Background: an optimization exercise with open tools, aiming at small area and a short achievable clock period. Do not read the settings as production practice.
Function was not checked in any run shown here: the RTL went through the layout flow alone.
No activity file was given, so power comes from the tool's default toggle rates.

==> flow/design.v, too long to show whole: its modules and the start of the top module <==
// module fpm: 3095 lines
// module fadd: 4 lines
// module bsel: 5 lines
// module ao22: 3 lines
// module benc: 4 lines
// module gcomb: 3 lines
// module xr: 3 lines
// module hadd: 4 lines
module fpm(
    input [32:1] a,
    input [32:1] b,
    input clk,
    input rst,
    input in_valid,
    output [32:1] c,
    output out_valid
    );
  // ...
==> flow/flow/run.sh <==
#!/bin/bash
set -euo pipefail
export BUFFER_PORTS_ARGS="-buffer_cell sky130_fd_sc_hd__buf_2"
bash standard.sh > standard.log 2>&1
==> flow/standard.sh <==
#!/bin/bash
# synth_recipe.tcl (not shown) runs the flow's synth.tcl, then flattens the netlist and writes it again
# the make line also repeats each setting of config.mk as NAME=value (left out here)
make -C /OpenROAD-flow-scripts/flow DESIGN_CONFIG=/design/flow/config.mk WORK_HOME=/design/flow/orfs CLKGATE_MAP_FILE= SYNTH_SCRIPT=/design/flow/synth_recipe.tcl "${@:-finish}"
==> flow/config.mk <==
export PLATFORM = sky130hd
export DESIGN_NAME = fpm
export DESIGN_NICKNAME = fpm
export VERILOG_FILES = /design/flow/design.v
export SDC_FILE = /design/flow/constraint.sdc
export NUM_CORES = 4
export LEC_CHECK = 0
export CAP_MARGIN = 50
export CORE_MARGIN = 2
export CORE_UTILIZATION = 60
export CTS_BUF_LIST = sky130_fd_sc_hd__clkbuf_8
export CTS_CLUSTER_DIAMETER = 50
export CTS_CLUSTER_SIZE = 18
export SETUP_SLACK_MARGIN = 2.7
export SLEW_MARGIN = 70
export SYNTH_HIERARCHICAL = 1
export SYNTH_MINIMUM_KEEP_SIZE = 0
export TNS_END_PERCENT = 0
==> flow/constraint.sdc <==
create_clock -name core_clock -period 5.0 [get_ports {clk}]
set_input_delay 1.0000 -clock core_clock [delete_from_list [all_inputs] [get_ports {clk}]]
set_output_delay 1.0000 -clock core_clock [all_outputs]
set_load 0.01 [all_outputs]
==> key figures, run 1 <==
Status
  • Status: no timing/DRC/antenna violations

Critical path
  • Worst setup EP type: flip-flop
  • CP Buf/Inv Count: 2
  • Setup crit start kind: input pin
  • Reg-to-reg slack, setup: 2.53 ns

CTS
  • CTS tree: done
  • Clock Latency Late Sink: about 0.57 ns
  • Reg clk slew, reported paths: around 0.10 ns

Detailed routing
  • Post-DR vias/cell: 6.14
  • DRC viols: 0
  • DR WL met2: between 20000 and 30000 um
  • ANT nets after route: 0
  • Post-detailed-route wirelength per cell: ~24 um

Timing
  • Final hold slack: between 0.3 and 0.4 ns
  • Clock Skew: between 0.01 and 0.015 ns

Power
  • Pwr dens: a little under 600 nW/um^2
  • Share of total power in the clock network: about 13%
  • Switching pwr: around 0.0059 W

Synth
  • Seq/Total Area, Yosys: between 30% and 40%
  • EDFF count, synth: 0
  • Avg Inst Size Synth: 11.9 um^2
  • Most common cell in the netlist: dfxtp_1

Cells and area
  • Share of layout cells above drive strength 1: 19.9%
  • Max reg flops: 3
  • Final #Nets: about 2400
  • Area grow syn2layout: 20.8%

Global routing
  • Initial antenna violation count: 0
  • GRT Util Overall: roughly 33%
  • Gr busiest metal: met2

Hold path
  • Worst hold path type: reg2reg

Die
  • Number of core rows: around 70
==> inputs of run 2 (changes only) <==
--- a/flow/config.mk
+++ b/flow/config.mk
@@ -11,7 +11,7 @@
 export CTS_BUF_LIST = sky130_fd_sc_hd__clkbuf_8
 export CTS_CLUSTER_DIAMETER = 50
 export CTS_CLUSTER_SIZE = 18
-export SETUP_SLACK_MARGIN = 2.7
+export SETUP_SLACK_MARGIN = 2.3
 export SLEW_MARGIN = 70
 export SYNTH_HIERARCHICAL = 1
 export SYNTH_MINIMUM_KEEP_SIZE = 0
==> key figures, run 2 <==
Cells and area
  • Final Non-Filler Cells: 2403 (was 2460)
  • Area grow syn2layout: 15.6% (was 20.8%)
  • Most common cell after layout, fill and taps aside: dfxtp_1 (unchanged)
  • Share of layout cells above drive strength 1: 15.3% (was 19.9%)
  • Commonest cells after routing, fill and taps aside: dfxtp_1 (315), xor2_1 (279), a22o_1 (264) (was dfxtp_1 (313), a22o_1 (263), xor2_1 (252))
  • Max reg flops: 3 (unchanged)
  • Biggest register: vld (unchanged)
  • ANT cells: 0 (was 1)
  • # fillers: 2613 (was 2469)
  • End-of-flow core utilization: 69.9% (was 73.1%)
  • Final #Nets: 2354 (was 2410)

Synth
  • Most area-consuming cells after synthesis: dfxtp_1 (31%), fa_1 (24%), xor2_1 (13%), a22o_1 (11%), ha_1 (6.6%) (unchanged)
  • Synth warnings: 7 (unchanged)
  • Synth Instances: 1735 (unchanged)
  • Netlist cell types: 46 (unchanged)
  • Seq/Total Area, Yosys: 30.8% (unchanged)
  • Top_reg_cell synth: dfxtp_1 (unchanged)
  • Synth top area share: 30.8% (unchanged)
  • Yosys top cell by area: dfxtp_1 (unchanged)
  • Synth cell count leaders: dfxtp_1 (319), xor2_1 (302), a22o_1 (264) (unchanged)
  • Post-synth ARST share: 0% (unchanged)
  • Synth Cell Area: 20700 um^2 (unchanged)
  • Avg Inst Size Synth: 11.9 um^2 (unchanged)
  • EDFF count, synth: 0 (unchanged)
  • Synth Register Bits: 319 (unchanged)
  • Most common cell in the netlist: dfxtp_1 (unchanged)

Run
  • Max Cap Viol: 0 (unchanged)

Placed design
  • IO buf count: 99 (unchanged)
  • HPWL Detailed: 39200 um (unchanged)
  • Dpl cells: 2313 (unchanged)
  • Gp weighted congestion: 0.857 (unchanged)

Timing
  • Min cycle time layout: 2.81 ns (was 2.67 ns)
  • Slew Viols, Final: 0 (unchanged)
  • Final hold slack: 0.322 ns (was 0.324 ns)
  • Final TNS setup: 0 ns (unchanged)
  • Clock Skew: 0.0151 ns (was 0.0147 ns)
  • FMAX: 356 MHz (was 375 MHz)
  • Final Cycle Share: 56.2% (was 53.4%)
  • RSZ-0062 raised after global routing: yes (unchanged)
  • Final setup viols: 0 (unchanged)
  • Fin. Hold Viols: 0 (unchanged)

CTS
  • Clock Tree Buf Depth: 3 (unchanged)
  • Clock Latency Late Sink: 0.57 ns (about the same)
  • CTS Sinks: 319 (unchanged)
  • CTS buffer count: 34 (unchanged)
  • Hold_buf cts: 0 (unchanged)
  • CTS tree: done (unchanged)
  • H-tree Lvls: 2 (unchanged)
  • Root Driver: clkbuf_8 (unchanged)
  • Reg clk slew, reported paths: 0.10 ns (about the same)

Die
  • Initial core utilization: 60.5% (unchanged)
  • Die height: 190 um (unchanged)
  • Die width: 190 um (unchanged)
  • Core box area: 34300 um^2 (unchanged)
  • Number of core rows: 68 (unchanged)
  • Die area: 36100 um^2 (unchanged)
  • IO Count: 100 (unchanged)

Critical path
  • CP max stage delay: 0.63 ns (was 0.52 ns)
  • Setup crit start kind: input pin (unchanged)
  • Most frequent CP cell: fa_1 (was buf_4)
  • WP data required: 5.43 ns (was 5.44 ns)
  • Crit Path Category: in2reg (unchanged)
  • Worst Path Arrival: 3.24 ns (was 3.11 ns)
  • Critical Path Fanout Max: 26 (was 7)
  • Worst setup EP type: flip-flop (unchanged)
  • Cell chain of the critical path: buf_12 -> buf_6 -> o22ai_4 -> buf_4 -> a22o_1 -> xor2_1 -> fa_1 -> fa_1 (was buf_4 -> nand2b_4 -> o22ai_4 -> buf_4 -> a22o_1 -> xor2_1 -> fa_2 -> fa_1)
  • CP max-delay cell: fa_1 (was fa_2)

Power
  • Pleak: 10.4 nW (was 10.9 nW)
  • Combinational fraction of design power: 56.3% (was 57.0%)
  • Int Pwr: 0.00835 W (was 0.00849 W)
  • Net Sw Frac: 41.2% (about the same)
  • Pwr dens: 593 nW/um^2 (was 576 nW/um^2)
  • Max rail drop VDD: 0.000367 V (was 0.000368 V)
  • Share of total power in the clock network: 12.6% (was 12.5%)
  • Register share of total power: 31.1% (was 30.6%)
  • Switching pwr: 0.00586 W (was 0.00595 W)

Detailed routing
  • Post-Route WL: 55600 um (was 58400 um)
  • ANT nets after route: 0 (unchanged)
  • DR iter-0 viols: 1117 (was 1338)
  • Post-detailed-route wirelength per cell: 23.1 um (was 23.7 um)
  • Post-DR vias/cell: 6.05 (was 6.14)
  • DRC viols: 0 (unchanged)
  • Vias: 14546 (was 15112)
  • TritonRoute pass-1 iters: 5 (unchanged)

Hold path
  • Worst hold path type: reg2reg (unchanged)

Global routing
  • Largest net degree at the start of global routing: 30 (was 29)
  • Grt ovf: 0 (unchanged)
  • Initial antenna violation count: 0 (unchanged)
  • GRT Util Overall: 31.4% (was 32.7%)
  • Vias in the first global route: 14897 (was 15272)
  • First-pass GRT wire length: 86300 um (was 89700 um)

Status
  • Status: no timing/DRC/antenna violations (unchanged)
[run 2: cell types whose count changed in the layout (fill, tap and decap cells not counted), sizes merged]
cell / change
buf: -54
bufbuf: -2
clkbuf: +5
diode: -1
o22ai: -4
or2: -1
[run 2: repair_timing]
action	CTS	global route
pin swaps	5	5
gates resized for setup	16	25
setup endpoints to repair	122	118
gates cloned	0	2
endpoints found under the hold margin	0	0
setup buffers	11	8
[run 2: worst paths after layout]
path | from | endpoint | slack [ns] | depth (start not counted)
worst max-delay path | b[6] | q1_s599$_DFF_P_ | 2.19 | 8
worst min-delay path | q1_w_S0_6$_DFF_P_ | q2_w_S0_6$_DFF_P_ | 0.32 | 0
worst max register to register | q2_c610$_DFF_P_ | q3_hd1341$_DFF_P_ | 2.37 | 9
worst min register to register | q1_w_S0_6$_DFF_P_ | q2_w_S0_6$_DFF_P_ | 0.32 | 0
[run 2: stage by stage]
step | area, um^2 | worst slack, ns | total power (W)
floorplan | 21200 | 2.16 | 0.00964
global placement | 22300 | 1.02 | 0.0121
global route | 24000 | 2.18 | 0.0157
finish | 24000 | 2.19 | 0.0142
detailed placement | 22800 | 1.43 | 0.0125
CTS | 23700 | 2.21 | 0.0143
[run 2: power by group through the flow]
| stage | Combinational, W | Sequential, W | Clock, W |
|---|---|---|---|
| CTS | 0.00806 | 0.00443 | 0.00184 |
| detailed placement | 0.00799 | 0.00449 | 0 |
| global placement | 0.00766 | 0.00446 | 0 |
| floorplan | 0.00538 | 0.00426 | 0 |
| global route | 0.00923 | 0.00453 | 0.00194 |
| finish | 0.00799 | 0.00442 | 0.00180 |
[run 2: critical path: cells and delay by family]
family	cells	cell delay [ns]
AOI/OAI and AO/OA	2	0.32
xor gates and xnor gates	1	0.16
adders and majority gates	2	1.09
buffers and inverters	3	0.66
[run 2: logic make-up (layout without fill, tap and decap cells)]
family	Yosys count	in the layout	synth area share, %
adders and majority gates	362	362	31.0
and+or+nand+nor	196	196	4.70
DFF	319	319	30.8
muxes	29	29	1.45
other	1	23	0.0181
buffers and inverters	87	276	1.59
xor gates and xnor gates	353	353	14.9
AOI/OAI and AO/OA	388	390	15.5
[run 2: layout make-up]
class / count / area [um^2] / area share (%)
Multi-Input combinational cell: 1353 / 14800 / 62.0
Clock buffer: 38 / 523 / 2.18
Timing Repair Buffer: 153 / 1200 / 5.02
Tap cell: 455 / 569 / 2.38
Clock inverter: 21 / 190 / 0.794
Inverter: 64 / 240 / 1.00
Sequential cell: 319 / 6390 / 26.7
[run 2: Yosys stat by module (local to each module, per instance)]
module / area (um^2) / cells
fpm: 10000 / 840
benc: 31.3 / 4
fadd: 20.0 / 1
hadd: 12.5 / 1
ao22: 8.76 / 1
bsel: 8.76 / 1
xr: 8.76 / 1
[run 2: routing by layer]
metal	vias to the layer above	routed length [um]	GRT usage, %	part of all wire, %
met2	695	24800	48.1	45
met5	-	0	0	0
met4	0	1330	9.63	2.4
met3	99	5520	7.97	9.9
met1	7295	23900	44.2	43
li1	6457	-	-	-
==> inputs of run 3 (changes only) <==
--- a/flow/config.mk
+++ b/flow/config.mk
@@ -11,7 +11,7 @@
 export CTS_BUF_LIST = sky130_fd_sc_hd__clkbuf_8
 export CTS_CLUSTER_DIAMETER = 50
 export CTS_CLUSTER_SIZE = 18
-export SETUP_SLACK_MARGIN = 2.3
+export SETUP_SLACK_MARGIN = 2.45
 export SLEW_MARGIN = 70
 export SYNTH_HIERARCHICAL = 1
 export SYNTH_MINIMUM_KEEP_SIZE = 0
==> key figures, run 3 <==
Status
  • Status: no timing/DRC/antenna violations (unchanged)

Power
  • Max rail drop VDD: 0.000368 V (was 0.000367 V)
  • Pwr dens: 576 nW/um^2 (was 593 nW/um^2)
  • Pleak: 10.9 nW (was 10.4 nW)

CTS
  • Clock Tree Buf Depth: 3 (unchanged)
  • Reg clk slew, reported paths: 0.10 ns (about the same)
  • Clock Latency Late Sink: 0.57 ns (about the same)
  • Root Driver: clkbuf_8 (unchanged)
  • CTS tree: done (unchanged)
  • CTS buffer count: 34 (unchanged)
  • CTS Sinks: 319 (unchanged)
  • H-tree Lvls: 2 (unchanged)
  • Hold_buf cts: 0 (unchanged)

Die
  • Die width: 190 um (unchanged)
  • Die height: 190 um (unchanged)
  • Die area: 36100 um^2 (unchanged)
  • IO Count: 100 (unchanged)
  • Initial core utilization: 60.5% (unchanged)
  • Number of core rows: 68 (unchanged)
  • Core box area: 34300 um^2 (unchanged)

Detailed routing
  • Post-detailed-route wirelength per cell: 23.9 um (was 23.1 um)
  • DRC viols: 0 (unchanged)
  • DR iter-0 viols: 1386 (was 1117)
  • ANT nets after route: 0 (unchanged)
  • Post-Route WL: 58600 um (was 55600 um)
  • Vias: 15046 (was 14546)
  • TritonRoute pass-1 iters: 7 (was 5)
  • Post-DR vias/cell: 6.12 (was 6.05)

Synth
  • Yosys top cell by area: dfxtp_1 (unchanged)
  • Synth warnings: 7 (unchanged)
  • Top_reg_cell synth: dfxtp_1 (unchanged)
  • Synth Register Bits: 319 (unchanged)
  • EDFF count, synth: 0 (unchanged)
  • Most area-consuming cells after synthesis: dfxtp_1 (31%), fa_1 (24%), xor2_1 (13%), a22o_1 (11%), ha_1 (6.6%) (unchanged)
  • Most common cell in the netlist: dfxtp_1 (unchanged)
  • Seq/Total Area, Yosys: 30.8% (unchanged)
  • Post-synth ARST share: 0% (unchanged)
  • Synth Instances: 1735 (unchanged)
  • Synth top area share: 30.8% (unchanged)
  • Synth cell count leaders: dfxtp_1 (319), xor2_1 (302), a22o_1 (264) (unchanged)
  • Avg Inst Size Synth: 11.9 um^2 (unchanged)
  • Netlist cell types: 46 (unchanged)
  • Synth Cell Area: 20700 um^2 (unchanged)

Hold path
  • Worst hold path type: reg2reg (unchanged)

Cells and area
  • Share of layout cells above drive strength 1: 19.5% (was 15.3%)
  • Max reg flops: 3 (unchanged)
  • Area grow syn2layout: 20.8% (was 15.6%)
  • Commonest cells after routing, fill and taps aside: dfxtp_1 (314), a22o_1 (263), xor2_1 (254) (was dfxtp_1 (315), xor2_1 (279), a22o_1 (264))
  • Final #Nets: 2408 (was 2354)
  • Biggest register: vld (unchanged)
  • End-of-flow core utilization: 73.1% (was 69.9%)
  • Most common cell after layout, fill and taps aside: dfxtp_1 (unchanged)
  • Post-route cell area: 25100 um^2 (was 24000 um^2)
  • Final Non-Filler Cells: 2458 (was 2403)

Timing
  • Final setup viols: 0 (unchanged)
  • Min cycle time layout: 2.67 ns (was 2.81 ns)
  • RSZ-0062 raised after global routing: yes (unchanged)
  • Final worst slack: 2.33 ns (was 2.19 ns)
  • Slew Viols, Final: 0 (unchanged)
  • FMAX: 374 MHz (was 356 MHz)
  • Clock Skew: 0.0126 ns (was 0.0151 ns)
  • Final TNS setup: 0 ns (unchanged)
  • Fin. Hold Viols: 0 (unchanged)
  • Final Cycle Share: 53.4% (was 56.2%)

Global routing
  • GRT Util Overall: 32.6% (was 31.4%)
  • Grt ovf: 0 (unchanged)
  • Largest net degree at the start of global routing: 29 (was 30)
  • Vias in the first global route: 15356 (was 14897)
  • Initial antenna violation count: 0 (unchanged)
  • First-pass GRT wire length: 89400 um (was 86300 um)

Critical path
  • Worst Path Arrival: 3.11 ns (was 3.24 ns)
  • Crit Path Category: in2reg (unchanged)
  • WP data required: 5.44 ns (was 5.43 ns)
  • Critical Path Fanout Max: 7 (was 26)
  • Setup crit start kind: input pin (unchanged)
  • Worst setup EP type: flip-flop (unchanged)

Run
  • Max Cap Viol: 0 (unchanged)

Placed design
  • Area after DPL: 22800 um^2 (unchanged)
  • Gp weighted congestion: 0.857 (unchanged)
  • IO buf count: 99 (unchanged)
  • HPWL Detailed: 39200 um (unchanged)
  • Dpl cells: 2313 (unchanged)
  • Setup WS pre-CTS: 1.43 ns (unchanged)
==> run 3: cell counts after synthesis <==
No cell type changed its count.
==> run 3: critical path, cell delays in order <==
cell	delay, ns
buf_6	0.14
nand2b_4	0.18
o22ai_4	0.29
a22o_1	0.19
xor2_1	0.26
fa_2	0.56
fa_1	0.49
==> run 3: stage by stage <==
stage          hold slack [ns]  total power [W]
2_1_floorplan            0.310          0.00964
3_3_place_gp             0.311           0.0121
3_5_place_dp             0.312           0.0125
4_1_cts                  0.327           0.0145
5_1_grt                  0.334           0.0159
6_report                 0.319           0.0144
==> run 3: power breakdown <==
part           internal, W  switching, W
Combinational      0.00386       0.00436
Clock             0.000801      0.000997
Sequential         0.00383      0.000586
Total              0.00849       0.00594
==> run 3: logic make-up after synthesis <==
| logic type | share of synthesized area, % |
|---|---|
| compound gates | 15.5 |
| xor+xnor | 14.9 |
| fa+ha+maj | 31.0 |
| buf+inv | 1.59 |
| flops | 30.8 |
| mux | 1.45 |
| other cells | 0.0181 |
| simple gates | 4.70 |
==> run 3: final timing paths <==
check                    start                 to  slack, ns  cells past startpoint
max                       b[7]    q1_s691$_DFF_P_       2.33                      7
min reg2reg  q1_w_S0_6$_DFF_P_  q2_w_S0_6$_DFF_P_       0.32                      0
max reg2reg    q2_c702$_DFF_P_   q3_P1336$_DFF_P_       2.52                      9
min          q1_w_S0_6$_DFF_P_  q2_w_S0_6$_DFF_P_       0.32                      0
==> run 3: per-layer routing <==
metal  vias up  share of wire (%)  track usage (%)
li1       6566                  -                -
met4         0                3.2             10.5
met3       134                9.7             7.90
met1      7510                 42             45.4
met2       836                 45             50.6
met5         -                  0                0
==> run 3: timing repair <==
item,4_1_cts,5_1_grt
gates cloned,11,5
setup endpoints to repair,159,126
pin swaps,29,45
gates resized for setup,70,61
buffers inserted,46,20
==> run 3: Yosys stat by module (local to each module, per instance), a selection <==
module,times used,cells inside
fpm,1,840
bsel,264,1
hadd,34,1
ao22,264,1
benc,20,4
xr,2,1
==> run 3: area by class of cell <==
class	instances	area, um^2
inverter	64	240
timing repair buffer	202	1940
clock buffer	38	523
antenna	1	2.50
clock inverter	21	190
tap	455	569
sequential	319	6400
multi-input combinational	1358	15200
fill	2459	9240

==> what the ideal ports hide <==
In the flow no input, the clock included, has a driving cell. The finished layouts below were timed again as built, in two steps.
Step 1 (the two cells are an assumption about what drives the block):
set clk [get_ports {clk}]
set_driving_cell -lib_cell sky130_fd_sc_hd__clkbuf_16 $clk
set_driving_cell -lib_cell sky130_fd_sc_hd__buf_2 [delete_from_list [all_inputs] $clk]
Step 2, shift: input delay + t, output delay - t, t = (earliest + latest rising clock arrival at the registers) / 2. This alone moves slack from input paths to output paths.
Three values: ideal ports, drivers, drivers and shift; two values: the first two.
run	t, ns	slack for setup (ns)	worst setup path at the end	clock arrival spread, ns
run 1	0.614	2.332 / 2.245 / 1.631	input to register	0.020 / 0.020
run 2	0.610	2.188 / 2.175 / 1.565	input to register	0.020 / 0.020
run 3	0.611	2.329 / 2.215 / 1.605	input to register	0.017 / 0.017
After both steps setup and hold are still met in every run listed. The setup slack of run 3, which loses most, moves by -0.114 ns with the drivers and by -0.724 ns with both steps.
